This design comes from an exercise in tuning for small area, a short achievable clock period and few clock cycles per item on the open sky130 flow, not from production work.
No run shown here included a check of the RTL's function; only the layout flow was run.

==> flow/design.v, too long to show whole: its modules and the start of the top module <==
// module CONV: 2551 lines
// module FA: 4 lines
module CONV(
	input  wire        clk,
	input  wire        reset,
	output reg         busy,
	input  wire        ready,
	output reg  [11:0] iaddr,
	input  wire [19:0] idata,
	output reg         cwr,
	output reg  [11:0] caddr_wr,
	output reg  [19:0] cdata_wr,
	output wire        crd,
	output wire [11:0] caddr_rd,
	input  wire [19:0] cdata_rd,
	output reg  [2:0]  csel
);
  // ...
==> flow/run.sh <==
#!/bin/bash
# synth_recipe.tcl (not shown) runs the flow's synth.tcl, then flattens the netlist and writes it again
# the make line also repeats each setting of config.mk as NAME=value (left out here)
make -C /OpenROAD-flow-scripts/flow DESIGN_CONFIG=/design/flow/config.mk WORK_HOME=/design/flow/orfs CLKGATE_MAP_FILE= SYNTH_SCRIPT=/design/flow/synth_recipe.tcl finish
==> flow/config.mk <==
export PLATFORM = sky130hd
export DESIGN_NAME = CONV
export DESIGN_NICKNAME = CONV
export VERILOG_FILES = /design/flow/design.v
export SDC_FILE = /design/flow/constraint.sdc
export NUM_CORES = 4
export LEC_CHECK = 0
export ABC_CLOCK_PERIOD_IN_PS = 3000
export CAP_MARGIN = 20
export CORE_MARGIN = 2
export CORE_UTILIZATION = 40
export SETUP_SLACK_MARGIN = 5
export SLEW_MARGIN = 20
export SYNTH_HIERARCHICAL = 1
export SYNTH_MINIMUM_KEEP_SIZE = 0
==> flow/constraint.sdc <==
create_clock -name core_clock -period 10.0 [get_ports {clk}]
set_input_delay 2.0000 -clock core_clock [delete_from_list [all_inputs] [get_ports {clk}]]
set_output_delay 2.0000 -clock core_clock [all_outputs]
set_load 0.01 [all_outputs]
==> flow_summary.toml, run 1 <==
[routing]
drt-pass1-iter-count = 6
finalWirelength_um = 166000
final_antenna_net_count = 0
routed-wl-met2_um = 70600
vias_per_cell = 5.48
detailedRoute.firstIterationViolations = 3780

[worst_hold_path]
holdPathEnd = "q31[3]$_DFF_P_"
worst_hold_path.num_cells = 0

[clocking]
ctsHoldBuffers = 0
postCtsSetupBuffers = 39
cts_resized = 44
cts_buffers = 113

[run_status]
outcome = "timing/DRC/antenna clean"

[critical_path]
cp_num_cells = 26
crit_path_start_kind = "flop"
timing.critical_path.slowest_cell_delay_ns = 0.51
crit_path_end = "R0[11]$_DFFE_PP_"
crit_path_end_kind = "flop"
ff2ff_setup_slack_ns = 4.33

[placement]
detailedPlacementHpwl_um = 125000

[final_layout]
num-fill-cells = 12400
final_clock_cell_share_pct = 6.15
final-seq-area_um2 = 22300
layout.cells.most_common = "sky130_fd_sc_hd__dfxtp_1"
final_util_pct = 45.8

[global_routing]
global_route.usage.met1_pct = 33.2
pin_count_of_the_biggest_net_entering_global_routing = 94
gr-max-usage-layer = "met2"
global_route.usage.met3_pct = 5.38
total_overflow_reported_by_the_global_router = 0

[timing]
slew_viol_final = 0
tightestPinTransition_ns = 1.18
timing.fmax_mhz = 176

[yosys]
netlist_top_cells_count = "977 x sky130_fd_sc_hd__dfxtp_1, 668 x sky130_fd_sc_hd__fa_1, 422 x sky130_fd_sc_hd__nand2_1"
synth_nets = 5731
yosys.area_share.adder_pct = 29.6
synth_seq_area_share_pct = 40.8
synth_mux_area_share_pct = 4.00
synth_simple_gate_area_share_pct = 11.4
complex_gate_fraction_of_the_synthesized_area_pct = 10.0

[run]
timing.max_cap.violations = 0
==> run 2: changes to the inputs <==
--- a/flow/design.v
+++ b/flow/design.v
@@ -2474,34 +2474,44 @@
   assign k1_nc[36] = k1_fs336;
   assign k1_ns[37] = k1_fc336;
   assign k1_nc[37] = k1_hs337;
   always @(posedge clk) begin
     k0as <= k0_ns; k0ac <= k0_nc; k1as <= k1_ns; k1ac <= k1_nc;
   end
   reg [2:0]  jd;
   reg [11:0] md;
-  always @(posedge clk) begin jd <= j; md <= m; end
+  reg        jd0;      
+  always @(posedge clk) begin jd <= j; md <= m; jd0 <= (j == 3'd0); end
   wire [5:0] xd = md[5:0];
   wire [4:0] byd = md[10:6];
   wire [37:0] s0 = k0as + k0ac;
   wire [37:0] s1 = k1as + k1ac;
   wire [19:0] r0 = s0[37] ? 20'd0 : s0[35:16];
   wire [19:0] r1 = s1[37] ? 20'd0 : s1[35:16];
   reg [19:0] h1, R0, R1;
   reg [10:0] pa;       
   reg        pa_ok;
   reg [9:0]  pb;       
   reg        pv;
   assign crd = 1'b1;
-  assign caddr_rd = {pa[10:6], jd == 3'd0, pa[5:1], 1'b0};
-  wire [19:0] rsel = (jd == 3'd3) ? R1 : R0;
-  wire [19:0] mrw  = (rsel > cdata_wr) ? rsel : cdata_wr;
-  wire [19:0] uin  = (md[0] || jd == 3'd0) ? cdata_wr : mrw;
-  wire [19:0] mr   = (uin > cdata_rd) ? uin : cdata_rd;
+  assign caddr_rd = {pa[10:6], jd0, pa[5:1], 1'b0};
+  reg s_r1, s_ua, s_uc;
+  always @(posedge clk) begin
+    s_r1 <= (j == 3'd3);
+    s_ua <= (j == 3'd5) || (!m[0] && (j == 3'd2 || j == 3'd3));
+    s_uc <= (j == 3'd0) || (m[0] && j == 3'd2) || (!m[0] && j == 3'd3);
+  end
+  wire [19:0] ma = s_r1 ? R1 : R0;
+  wire gab = ma > cdata_wr;
+  wire gac = ma > cdata_rd;
+  wire gbc = cdata_wr > cdata_rd;
+  wire pk_a = s_ua & gab & (gac | ~s_uc);
+  wire pk_b = ~pk_a & (gbc | ~s_uc);
+  wire [19:0] mr = pk_a ? ma : (pk_b ? cdata_wr : cdata_rd);
   always @(posedge clk or posedge reset) begin
     if (reset) begin
       cwr <= 1'b0; pa_ok <= 1'b0; pv <= 1'b0;
     end else if (!busy) begin
       cwr <= 1'b0; pa_ok <= 1'b0; pv <= 1'b0;
     end else begin
       cwr <= 1'b0;
       case (jd)
@@ -2524,25 +2534,25 @@
   always @(posedge clk) h1 <= r1;
   always @(posedge clk) begin
     case (jd)
       3'd4: begin
         csel <= 3'd1; caddr_wr <= {byd, 1'b0, xd}; cdata_wr <= r0;
       end
       3'd5: begin
         csel <= 3'd2; caddr_wr <= {pa[10:6], 1'b0, pa[5:0]}; cdata_wr <= h1;
-        if (md[0]) R0 <= mrw;
+        if (md[0]) R0 <= mr;
       end
       3'd1: begin
         csel <= 3'd1; caddr_wr <= {pa[10:6], 1'b1, pa[5:0]}; cdata_wr <= r0;
       end
       3'd2: begin
         csel <= 3'd2; caddr_wr <= {pa[10:6], 1'b1, pa[5:0]}; cdata_wr <= h1;
         if (md[0]) R0 <= mr;
-        else begin R0 <= mrw; pb <= {pa[10:6], pa[5:1]}; end
+        else begin R0 <= mr; pb <= {pa[10:6], pa[5:1]}; end
       end
       3'd3: begin
         if (md[0]) begin csel <= 3'd4; caddr_wr <= {2'b00, pb}; cdata_wr <= R1; end
         else      begin csel <= 3'd3; caddr_wr <= {2'b00, pb}; cdata_wr <= R0; R1 <= mr; end
       end
       default: begin  
         if (md[0]) begin csel <= 3'd5; caddr_wr <= {1'b0, pb, 1'b0}; cdata_wr <= R0; end
         else      begin csel <= 3'd5; caddr_wr <= {1'b0, pb, 1'b1}; cdata_wr <= R1; R1 <= mr; end
==> flow/flow/run.sh (new file) <==
#!/bin/bash
set -euo pipefail
MARGIN=6.7
sed "s/SETUP_SLACK_MARGIN=[0-9.]*/SETUP_SLACK_MARGIN=${MARGIN}/" standard.sh > standard_margin.sh
grep -q "SETUP_SLACK_MARGIN=${MARGIN}" standard_margin.sh
bash standard_margin.sh > standard.log 2>&1
==> flow/standard.sh (new file) <==
#!/bin/bash
# synth_recipe.tcl (not shown) runs the flow's synth.tcl, then flattens the netlist and writes it again
# the make line also repeats each setting of config.mk as NAME=value (left out here)
make -C /OpenROAD-flow-scripts/flow DESIGN_CONFIG=/design/flow/config.mk WORK_HOME=/design/flow/orfs CLKGATE_MAP_FILE= SYNTH_SCRIPT=/design/flow/synth_recipe.tcl "${@:-finish}"
removed: flow/run.sh
==> run 2 against run 1 <==
Effect of this change: flip-flop and latch count rose by 4; core utilization rose by 1.5 points; sequential share of layout area fell by 0.93 points; first-iteration DRC count fell by 6.5%; synthesized cell count fell by 1.7%; setup slack improved by 1.7 ns; clock-buffer cell count rose by 1; final cell count rose by 0.77%; global-route usage barely moved.
==> flow_summary.toml, run 2 <==
[routing]
detail_route.drc_violations = 0
drt-pass1-iter-count = 5
avgRoutedWirePerCell_um = 25.0
final_antenna_net_count = 0
detailedRoute.firstIterationViolations = 3536
vias_per_cell = 5.52
finalWirelength_um = 169000
route.vias.total = 37400

[floorplan]
num_rows = 135
dieHeight_um = 375
start_util_pct = 40.4
design.die.area_um2 = 140000
floorplan.core_area_um2 = 136000
die_w_um = 375
io_pins = 105

[final_layout]
final-instance-count-excl-fill = 6770
largestRegisters = "k0_p: 193 flops, k1_p: 190 flops"
largest_register_ffs = 193
layout_common_cells = "950 x sky130_fd_sc_hd__dfxtp_1, 665 x sky130_fd_sc_hd__fa_1, 329 x sky130_fd_sc_hd__nand2_1"
area_delta_synth_final_pct = 16.9
num-fill-cells = 12300
final_util_pct = 47.3
layout.cells.most_common = "sky130_fd_sc_hd__dfxtp_1"
numnets_final = 5840
multiInputGateArea_um2 = 32300
layout-drive-gt1-share_pct = 17.6
final-seq-area_um2 = 22500
largest_register = "k0_p"

[timing]
setup_violations = 0
tns_ns = 0
period_needed_ns = 3.92
slew_headroom_pct = 17.1
tightestPinTransition_ns = 1.23
timing.fmax_mhz = 255
fin_worst_hold_slack_ns = 0.292
timing.final.crit_share_pct = 39.2
slew_viol_final = 0
timing.final.hold_violations = 0
fin_worst_skew_ns = 0.0663
setup_repair_after_global_routing_missed_its_margin = "yes"

[clocking]
root_buffer = "sky130_fd_sc_hd__clkbuf_16"
clock_tree.htree_level_count = 3
clockBufferDepth = 3
clock_insertion_delay_worst_skew_ns = 0.77
clk_pin_slew_worst_paths_ns = 0.06
ctsHoldBuffers = 0
clkSinkCount = 1079
cts_buffers = 114
tritoncts = "built"

[placement]
detailedPlacementHpwl_um = 124000
port_buffers = 102
globalplace.congestion = 0.963
placed_cells = 6399

[critical_path]
crit_path_end_kind = "flop"
maximum_net_fanout_on_the_critical_path = 6
crit_path_start_kind = "input pin"
worst_path_cell_trace = "clkdlybuf4s50_1, inv_1, ha_4, nand3_2, or3_4, o22ai_2, nor3_2, o21a_4, buf_6, mux2i_1, mux2_4"
worst-endpoint-arrival_ns = 4.41
timing.critical_path.slowest_cell_delay_ns = 0.49
worst_ep_required_time_ns = 10.48
total_buffers_and_inverters_traversed_by_the_critical_path = 3
worst_path_max_delay_cell = "sky130_fd_sc_hd__clkdlybuf4s50_1"
crit_family = "buffers and inverters"
timing.setup.critical_path_class = "in -> reg"

[run]
timing.max_cap.violations = 0

[global_routing]
first_global_vias = 38400
grt_antenna_before_repair = 8
grt_usage_pct = 23.6
total_overflow_reported_by_the_global_router = 0
pin_count_of_the_biggest_net_entering_global_routing = 92
grt_first_pass_wirelength_um = 247000

[yosys]
yosys.cell_count.top_type = "sky130_fd_sc_hd__dfxtp_1"
netlist_area_um2 = 54900
netlist_instances = 4714
number_of_synthesized_flops_with_an_enable_pin = 61
area_leader_netlist = "sky130_fd_sc_hd__dfxtp_1"
avgSynthCellArea_um2 = 11.7
netlist.area_leader.share_pct = 35.8
synth_seq_area_share_pct = 40.8
ys_ff_latch = 1079
netlist_top_cells_area = "sky130_fd_sc_hd__dfxtp_1 36%, sky130_fd_sc_hd__fa_1 24%, sky130_fd_sc_hd__ha_1 5.6%"
synthesis.yosys.warnings = 7
synth-async-reset-ratio_pct = 3.43
netlist_top_cells_count = "981 x sky130_fd_sc_hd__dfxtp_1, 668 x sky130_fd_sc_hd__fa_1, 335 x sky130_fd_sc_hd__nand2_1"
synth_nets = 5671
synth.distinct_cells = 80
synth_top_flop_cell = "sky130_fd_sc_hd__dfxtp_1"

[worst_hold_path]
hold_class = "reg -> reg"

[run_status]
outcome = "timing/DRC/antenna clean"
run 2: changes by cell type in the layout (fill, tap and decap cells not counted), sizes merged, moves of 10 or more:
cell	delta
and3	-10
a21o	-11
ha	+20
buf	+165
clkinvlp	+10
a31oi	-16
xor2	-11
nand2	-89
o21ai	+16
clkdlybuf4s50	-74
xnor2	+11
a22oi	+18
a21oi	-48
mux2i	+38
run 2: layer usage:
layer / up-vias / wire (µm) / global-route usage, %
met4: 6 / 8390 / 10.3
li1: 16300 / - / -
met1: 18600 / 70800 / 32.3
met3: 502 / 16500 / 5.91
met5: - / 41 / 0
met2: 1880 / 73200 / 35.3
run 2: cells by family (layout without fill, tap and decap cells):
kind of cell	after synthesis	after routing	synth area share, %
flops	1079	1079	40.8
xor+xnor	103	103	1.66
fa+ha+maj	914	914	30.0
compound gates	829	829	9.70
simple gates	1199	1201	10.8
mux	238	238	4.63
other cells	2	8	0.0137
buf+inv	350	617	2.50
run 2: worst register-to-register path, delay by kind of cell (launching register included):
kind / cells / cell delay, ns
AOI/OAI and AO/OA: 5 / 0.71
muxes: 2 / 0.76
adders and majority gates: 1 / 0.32
buffers and inverters: 3 / 0.41
and+or+nand+nor: 2 / 0.67
DFF: 1 / 0.70
run 2: Yosys stat by module (local to each module, per instance):
module / times used / area [µm²] / cells inside
CONV: 1 / 41600 / 4049
FA: 665 / 20.0 / 1
run 2: final cells by class:
| type | count | share of cell area (%) |
|---|---|---|
| antenna | 6 | 0.0234 |
| clock buffer | 152 | 5.12 |
| clock inverter | 64 | 1.20 |
| inverter | 108 | 0.686 |
| multi-input combinational | 3287 | 50.3 |
| sequential | 1079 | 35.0 |
| tap | 1781 | 3.47 |
| timing repair buffer | 293 | 4.15 |
run 2: stage by stage:
| step | area [µm²] | worst slack, ns |
|---|---|---|
| 3_3_place_gp | 57700 | 4.23 |
| 2_1_floorplan | 55100 | 5.78 |
| 3_5_place_dp | 57700 | 4.23 |
| 4_1_cts | 63100 | 6.10 |
| 5_1_grt | 64200 | 6.01 |
| 6_report | 64200 | 6.08 |
run 2: path summary, 6_finish.rpt:
kind / startpoint / end / slack (ns) / cells after the start
min in group asynchronous: reset / cwr$_DFF_PP0_ / 1.51 / 2
max reg2reg: s_r1$_DFF_P_ / R0[14]$_DFFE_PP_ / 6.19 / 13
min reg2reg: q11[0]$_DFF_P_ / q10[0]$_DFF_P_ / 0.29 / 0
max: cdata_rd[11] / R0[2]$_DFFE_PP_ / 6.08 / 11
min: q11[0]$_DFF_P_ / q10[0]$_DFF_P_ / 0.29 / 0
max in group asynchronous: reset / busy$_DFF_PP0_ / 7.75 / 3
run 2: what timing repair did:
action,4_1_cts,5_1_grt
pin swaps,76,97
endpoints found under the setup margin,433,220
gates resized for setup,479,160
hold endpoints to repair,0,0
gates cloned,5,6
buffers inserted,101,37

-- separate check: timing with driven ports --
How much do the figures lean on ideal ports? The routed layouts below were timed once more, with nothing changed but the port constraints.
Step 1 (the two cells are an assumption about what drives the block):
set clk [get_ports {clk}]
set_driving_cell -lib_cell sky130_fd_sc_hd__clkbuf_16 $clk
set_driving_cell -lib_cell sky130_fd_sc_hd__buf_2 [delete_from_list [all_inputs] $clk]
Step 2 moves the port delays by t, midway between the first and last clock arrival at a register: inputs arrive t later, outputs are due t later. That takes back most of the time a late clock gives input paths.
Slacks: ideal ports / drivers / drivers and shift; pairs: ideal ports / drivers.
run	t (ns)	setup slack, ns	worst setup path at the end	pins driven straight from the clock port
run 1	0.800	4.333 / 4.333 / 4.333	register to register	1
run 2	0.817	6.075 / 6.123 / 5.306	input to register	1
After both steps setup and hold are still met in every run listed. For run 2, which loses most, drivers alone change the setup slack by +0.048 ns; drivers and shift together by -0.769 ns.
